This design comes from an exercise in tuning for small area on the open sky130 flow, not from production work.
The RTL was checked by simulation tests, not by an equivalence proof against the original design.
Power and IR drop assume default switching activity.

job 6452:
==> module integer_mac_pe, before the edit <==
module integer_mac_pe #(parameter DATA_WIDTH=8)
(
    input clk, rstn,
    input signed [DATA_WIDTH-1:0] in_row,
    input signed [DATA_WIDTH-1:0] in_col,
    output reg signed [DATA_WIDTH-1:0] out_row,
    output reg signed [DATA_WIDTH-1:0] out_col,
    output reg signed [DATA_WIDTH-1:0] out_data
);
  wire p1, p2, p3, p4, p5, p6, p7, p8, p9, p10, p11, p12, p13, p14, p15, p16, p17, p18, p19, p20, p21, p22, p23, p24, p25, p26, p27, p28, p29, p30, p31, p32, p33, p34, p35, p36, s37, c38, s39, c40, s41, c42, s43, c44, s45, c46, s47, c48, s49, c50, s51, c52, s53, c54, s55, c56, s57, c58, s59, c60, s61, c62, s63, c64, s65, c66, s67, c68, s69, c70, s71, c72, s73, c74, s75, c76, s77, c78, s79, c80, s81, c82, s83, c84, s85, c86, s87, c88, s89, c90, s91, c92, s93, s94, s95, s96, s97, s98, s99, s100;
  wire [7:0] sum;
  assign p1 = ~(in_row[0] & in_col[0]);
  assign p2 = ~(in_row[0] & in_col[1]);
  assign p3 = ~(in_row[0] & in_col[2]);
  assign p4 = ~(in_row[0] & in_col[3]);
  assign p5 = ~(in_row[0] & in_col[4]);
  assign p6 = ~(in_row[0] & in_col[5]);
  assign p7 = ~(in_row[0] & in_col[6]);
  assign p8 = ~(in_row[0] & in_col[7]);
  assign p9 = ~(in_row[1] & in_col[0]);
  assign p10 = ~(in_row[1] & in_col[1]);
  assign p11 = ~(in_row[1] & in_col[2]);
  assign p12 = ~(in_row[1] & in_col[3]);
  assign p13 = ~(in_row[1] & in_col[4]);
  assign p14 = ~(in_row[1] & in_col[5]);
  assign p15 = ~(in_row[1] & in_col[6]);
  assign p16 = ~(in_row[2] & in_col[0]);
  assign p17 = ~(in_row[2] & in_col[1]);
  assign p18 = ~(in_row[2] & in_col[2]);
  assign p19 = ~(in_row[2] & in_col[3]);
  assign p20 = ~(in_row[2] & in_col[4]);
  assign p21 = ~(in_row[2] & in_col[5]);
  assign p22 = ~(in_row[3] & in_col[0]);
  assign p23 = ~(in_row[3] & in_col[1]);
  assign p24 = ~(in_row[3] & in_col[2]);
  assign p25 = ~(in_row[3] & in_col[3]);
  assign p26 = ~(in_row[3] & in_col[4]);
  assign p27 = ~(in_row[4] & in_col[0]);
  assign p28 = ~(in_row[4] & in_col[1]);
  assign p29 = ~(in_row[4] & in_col[2]);
  assign p30 = ~(in_row[4] & in_col[3]);
  assign p31 = ~(in_row[5] & in_col[0]);
  assign p32 = ~(in_row[5] & in_col[1]);
  assign p33 = ~(in_row[5] & in_col[2]);
  assign p34 = ~(in_row[6] & in_col[0]);
  assign p35 = ~(in_row[6] & in_col[1]);
  assign p36 = ~(in_row[7] & in_col[0]);
  mac_x u38 (.a(p1), .b(out_data[0]), .y(s37));
  assign c38 = p1 | out_data[0];
  mac_fa u40 (.a(p2), .b(p9), .c(out_data[1]), .s(s39), .co(c40));
  mac_x u42 (.a(c38), .b(s39), .y(s41));
  assign c42 = c38 | s39;
  mac_fa u44 (.a(p3), .b(p10), .c(p16), .s(s43), .co(c44));
  mac_fa u46 (.a(out_data[2]), .b(c40), .c(s43), .s(s45), .co(c46));
  mac_x u48 (.a(c42), .b(s45), .y(s47));
  assign c48 = c42 | s45;
  mac_fa u50 (.a(p4), .b(p11), .c(p17), .s(s49), .co(c50));
  mac_fa u52 (.a(p22), .b(out_data[3]), .c(c44), .s(s51), .co(c52));
  mac_fa u54 (.a(s49), .b(c46), .c(s51), .s(s53), .co(c54));
  mac_x u56 (.a(c48), .b(s53), .y(s55));
  assign c56 = c48 | s53;
  mac_fa u58 (.a(p5), .b(p12), .c(p18), .s(s57), .co(c58));
  mac_fa u60 (.a(p23), .b(p27), .c(out_data[4]), .s(s59), .co(c60));
  mac_fa u62 (.a(c50), .b(s57), .c(s59), .s(s61), .co(c62));
  mac_fa u64 (.a(c52), .b(s61), .c(c54), .s(s63), .co(c64));
  mac_x u66 (.a(c56), .b(s63), .y(s65));
  assign c66 = c56 | s63;
  mac_fa u68 (.a(p6), .b(p13), .c(p19), .s(s67), .co(c68));
  mac_fa u70 (.a(p24), .b(p28), .c(p31), .s(s69), .co(c70));
  mac_fa u72 (.a(out_data[5]), .b(c58), .c(c60), .s(s71), .co(c72));
  mac_fa u74 (.a(s67), .b(s69), .c(c62), .s(s73), .co(c74));
  mac_fa u76 (.a(s71), .b(s73), .c(c64), .s(s75), .co(c76));
  mac_x u78 (.a(c66), .b(s75), .y(s77));
  assign c78 = c66 | s75;
  mac_fa u80 (.a(p7), .b(p14), .c(p20), .s(s79), .co(c80));
  mac_fa u82 (.a(p25), .b(p29), .c(p32), .s(s81), .co(c82));
  mac_fa u84 (.a(p34), .b(out_data[6]), .c(c68), .s(s83), .co(c84));
  mac_fa u86 (.a(c70), .b(s79), .c(s81), .s(s85), .co(c86));
  mac_fa u88 (.a(c72), .b(s83), .c(s85), .s(s87), .co(c88));
  mac_fa u90 (.a(c74), .b(s87), .c(c76), .s(s89), .co(c90));
  mac_x u92 (.a(c78), .b(s89), .y(s91));
  assign c92 = c78 | s89;
  assign s93 = p8 ^ p15 ^ p21;
  assign s94 = p26 ^ p30 ^ p33;
  assign s95 = p35 ^ p36 ^ out_data[7];
  assign s96 = c80 ^ c82 ^ s93;
  assign s97 = s94 ^ s95 ^ c84;
  assign s98 = c86 ^ s96 ^ c88;
  assign s99 = s97 ^ s98 ^ c90;
  assign s100 = ~(c92 ^ s99);
  assign sum = {s100, s91, s77, s65, s55, s47, s41, s37};
  always @(posedge clk) begin
    out_row <= in_row;
    out_col <= in_col;
    if (!rstn) out_data <= 8'hff;
    else out_data <= sum ^ 8'h7f;   
  end
endmodule
==> module mac_x, before the edit <==
module mac_x (input a, b, output y);
  assign y = a ^ b;
endmodule
==> flow/config.mk <==
export PLATFORM = sky130hd
export DESIGN_NAME = systolic_array_8x8
export DESIGN_NICKNAME = systolic_array_8x8
export VERILOG_FILES = /design/flow/design.v
export SDC_FILE = /design/flow/constraint.sdc
export NUM_CORES = 4
export LEC_CHECK = 0
export CAP_MARGIN = 20
export CORE_MARGIN = 2
export CORE_UTILIZATION = 70
export CTS_BUF_LIST = sky130_fd_sc_hd__clkbuf_16
export CTS_CLUSTER_DIAMETER = 100
export CTS_CLUSTER_SIZE = 24
export SLEW_MARGIN = 20
export SYNTH_HIERARCHICAL = 1
export SYNTH_MINIMUM_KEEP_SIZE = 0
==> flow/constraint.sdc <==
create_clock -name core_clock -period 10.0 [get_ports {clk}]
set_input_delay 2.0000 -clock core_clock [delete_from_list [all_inputs] [get_ports {clk}]]
set_output_delay 2.0000 -clock core_clock [all_outputs]
set_load 0.01 [all_outputs]
standard.sh (not shown) runs the stock make flow with config.mk's settings and CLKGATE_MAP_FILE= SYNTH_SCRIPT=/design/flow/synth_recipe.tcl, a recipe that flattens the netlist after the stock synthesis.
==> flow/flow/run.sh <==
#!/bin/bash
# The standard layout (standard.sh) with three changes:
# - synthesis maps the logic with flow/abc.script: synth_recipe.tcl with an
#   abc wrapper (flow/abc_proc.tcl) inserted after its first line; the rest,
#   registers included, is the standard synthesis;
# - port buffers are buf_1 cells;
# - clock tree synthesis without dummy loads (same clustering as config.mk).
# make's output goes to standard.log, each ORFS step's log to orfs/logs/.
set -euo pipefail
export FLOW_ABC_SCRIPT="$PWD/flow/abc.script"
{ head -n 1 synth_recipe.tcl; cat flow/abc_proc.tcl; tail -n +2 synth_recipe.tcl; } > synth_abc.tcl
bash standard.sh SYNTH_SCRIPT="$PWD/synth_abc.tcl" \
  BUFFER_PORTS_ARGS="-buffer_cell sky130_fd_sc_hd__buf_1" \
  CTS_ARGS="-sink_clustering_enable -repair_clock_nets -sink_clustering_size 24 -sink_clustering_max_diameter 100 -buf_list sky130_fd_sc_hd__clkbuf_16 -dont_use_dummy_load" \
  finish > standard.log 2>&1
==> flow/flow/abc.script <==
&get -n
&st
&dch
&nf -R 1000
&st
&syn2
&dch
&nf -R 1000
&st
&synch2
&nf -R 1000
&put
==> flow/flow/abc_proc.tcl <==
# Use this flow's ABC script (area-recovering mapping rounds, without the final
# buffering and gate upsizing of ORFS's speed script) for the technology mapping.
proc abc {args} {
  set i [lsearch -exact $args -script]
  if { $i >= 0 } {
    set args [lreplace $args [expr {$i + 1}] [expr {$i + 1}] $::env(FLOW_ABC_SCRIPT)]
  }
  yosys abc {*}$args
}
Input-level comparison between job 5413 and job 6452:
--- a/flow/design.v
+++ b/flow/design.v
@@ -44,42 +44,42 @@
   assign p33 = ~(in_row[5] & in_col[2]);
   assign p34 = ~(in_row[6] & in_col[0]);
   assign p35 = ~(in_row[6] & in_col[1]);
   assign p36 = ~(in_row[7] & in_col[0]);
-  mac_x u38 (.a(p1), .b(out_data[0]), .y(s37));
+  assign s37 = ~(p1 ^ out_data[0]);
   assign c38 = p1 | out_data[0];
   mac_fa u40 (.a(p2), .b(p9), .c(out_data[1]), .s(s39), .co(c40));
-  mac_x u42 (.a(c38), .b(s39), .y(s41));
+  assign s41 = ~(c38 ^ s39);
   assign c42 = c38 | s39;
   mac_fa u44 (.a(p3), .b(p10), .c(p16), .s(s43), .co(c44));
   mac_fa u46 (.a(out_data[2]), .b(c40), .c(s43), .s(s45), .co(c46));
-  mac_x u48 (.a(c42), .b(s45), .y(s47));
+  assign s47 = ~(c42 ^ s45);
   assign c48 = c42 | s45;
   mac_fa u50 (.a(p4), .b(p11), .c(p17), .s(s49), .co(c50));
   mac_fa u52 (.a(p22), .b(out_data[3]), .c(c44), .s(s51), .co(c52));
   mac_fa u54 (.a(s49), .b(c46), .c(s51), .s(s53), .co(c54));
-  mac_x u56 (.a(c48), .b(s53), .y(s55));
+  assign s55 = ~(c48 ^ s53);
   assign c56 = c48 | s53;
   mac_fa u58 (.a(p5), .b(p12), .c(p18), .s(s57), .co(c58));
   mac_fa u60 (.a(p23), .b(p27), .c(out_data[4]), .s(s59), .co(c60));
   mac_fa u62 (.a(c50), .b(s57), .c(s59), .s(s61), .co(c62));
   mac_fa u64 (.a(c52), .b(s61), .c(c54), .s(s63), .co(c64));
-  mac_x u66 (.a(c56), .b(s63), .y(s65));
+  assign s65 = ~(c56 ^ s63);
   assign c66 = c56 | s63;
   mac_fa u68 (.a(p6), .b(p13), .c(p19), .s(s67), .co(c68));
   mac_fa u70 (.a(p24), .b(p28), .c(p31), .s(s69), .co(c70));
   mac_fa u72 (.a(out_data[5]), .b(c58), .c(c60), .s(s71), .co(c72));
   mac_fa u74 (.a(s67), .b(s69), .c(c62), .s(s73), .co(c74));
   mac_fa u76 (.a(s71), .b(s73), .c(c64), .s(s75), .co(c76));
-  mac_x u78 (.a(c66), .b(s75), .y(s77));
+  assign s77 = ~(c66 ^ s75);
   assign c78 = c66 | s75;
   mac_fa u80 (.a(p7), .b(p14), .c(p20), .s(s79), .co(c80));
   mac_fa u82 (.a(p25), .b(p29), .c(p32), .s(s81), .co(c82));
   mac_fa u84 (.a(p34), .b(out_data[6]), .c(c68), .s(s83), .co(c84));
   mac_fa u86 (.a(c70), .b(s79), .c(s81), .s(s85), .co(c86));
   mac_fa u88 (.a(c72), .b(s83), .c(s85), .s(s87), .co(c88));
   mac_fa u90 (.a(c74), .b(s87), .c(c76), .s(s89), .co(c90));
-  mac_x u92 (.a(c78), .b(s89), .y(s91));
+  assign s91 = ~(c78 ^ s89);
   assign c92 = c78 | s89;
   assign s93 = p8 ^ p15 ^ p21;
   assign s94 = p26 ^ p30 ^ p33;
   assign s95 = p35 ^ p36 ^ out_data[7];
@@ -92,18 +92,15 @@
   always @(posedge clk) begin
     out_row <= in_row;
     out_col <= in_col;
     if (!rstn) out_data <= 8'hff;
-    else out_data <= sum ^ 8'h7f;   
+    else out_data <= sum;
   end
 endmodule
 module mac_fa (input a, b, c, output s, co);
   assign s = a ^ b ^ c;
   assign co = (a & b) | (c & (a ^ b));
 endmodule
-module mac_x (input a, b, output y);
-  assign y = a ^ b;
-endmodule
 module fifo (
     input clk, rstn,
     input w_en, r_en,
     input z,                         
### Flow results
- Job 5413 finished end to end and its layout was clean on timing, DRC and antenna.
- Job 5413: antenna diode instance count 8 above job 6452
- In the tables for job 5413 and job 6452, die extent in y reads higher with job 5413.
- Aggregate global-route resource usage, job 5413 and job 6452: smaller value in job 5413
- Compared to job 6452, job 5413 has power density over the cells about 1.1% lower.
- | cell count | job 5413 vs job 6452 | ≈ equal |
- Between job 6452 and job 5413, the first-iteration DRC count figures differ only marginally.
- Higher worst ir drop on vdd was reported by job 6452, not job 5413.
- Job 6452 → job 5413: portion of the clock cycle consumed by the worst path in the final layout moved down; fraction of power consumed by combinational cells decreased by 0.3 points relative to the old numbers; signed area change from the synthesized netlist to the final layout shows no meaningful change; number of antenna violations at the first check in global routing up 1; final wirelength fell 6600 um.

-- separate check: timing with driven ports --
In the flow no input, the clock included, has a driving cell. The finished layouts below were timed again as built, in two steps. Step 1, drivers: a clkbuf_16 drives clk and a buf_2 each remaining input, both assumed. Step 2 times the ports against the registers' clock, not the clock port: input delays grow and output delays shrink by t, the midpoint of the rising clock arrivals with the driver on. a / b / c = no drivers / after step 1 / after step 2; a / b = the first two.
run	t, ns	setup WS [ns]	hold slack, ns	pins driven straight from the clock port
job 6452	0.859	1.929 / 1.779 / 1.779	0.323 / 0.323 / 0.323	1
job 5413	0.857	2.470 / 2.313 / 2.313	0.356 / 0.356 / 0.356	1
After both steps every run listed still meets setup and hold. The setup slack of job 5413, which loses most, moves by -0.157 ns with the drivers and by -0.157 ns with both steps.
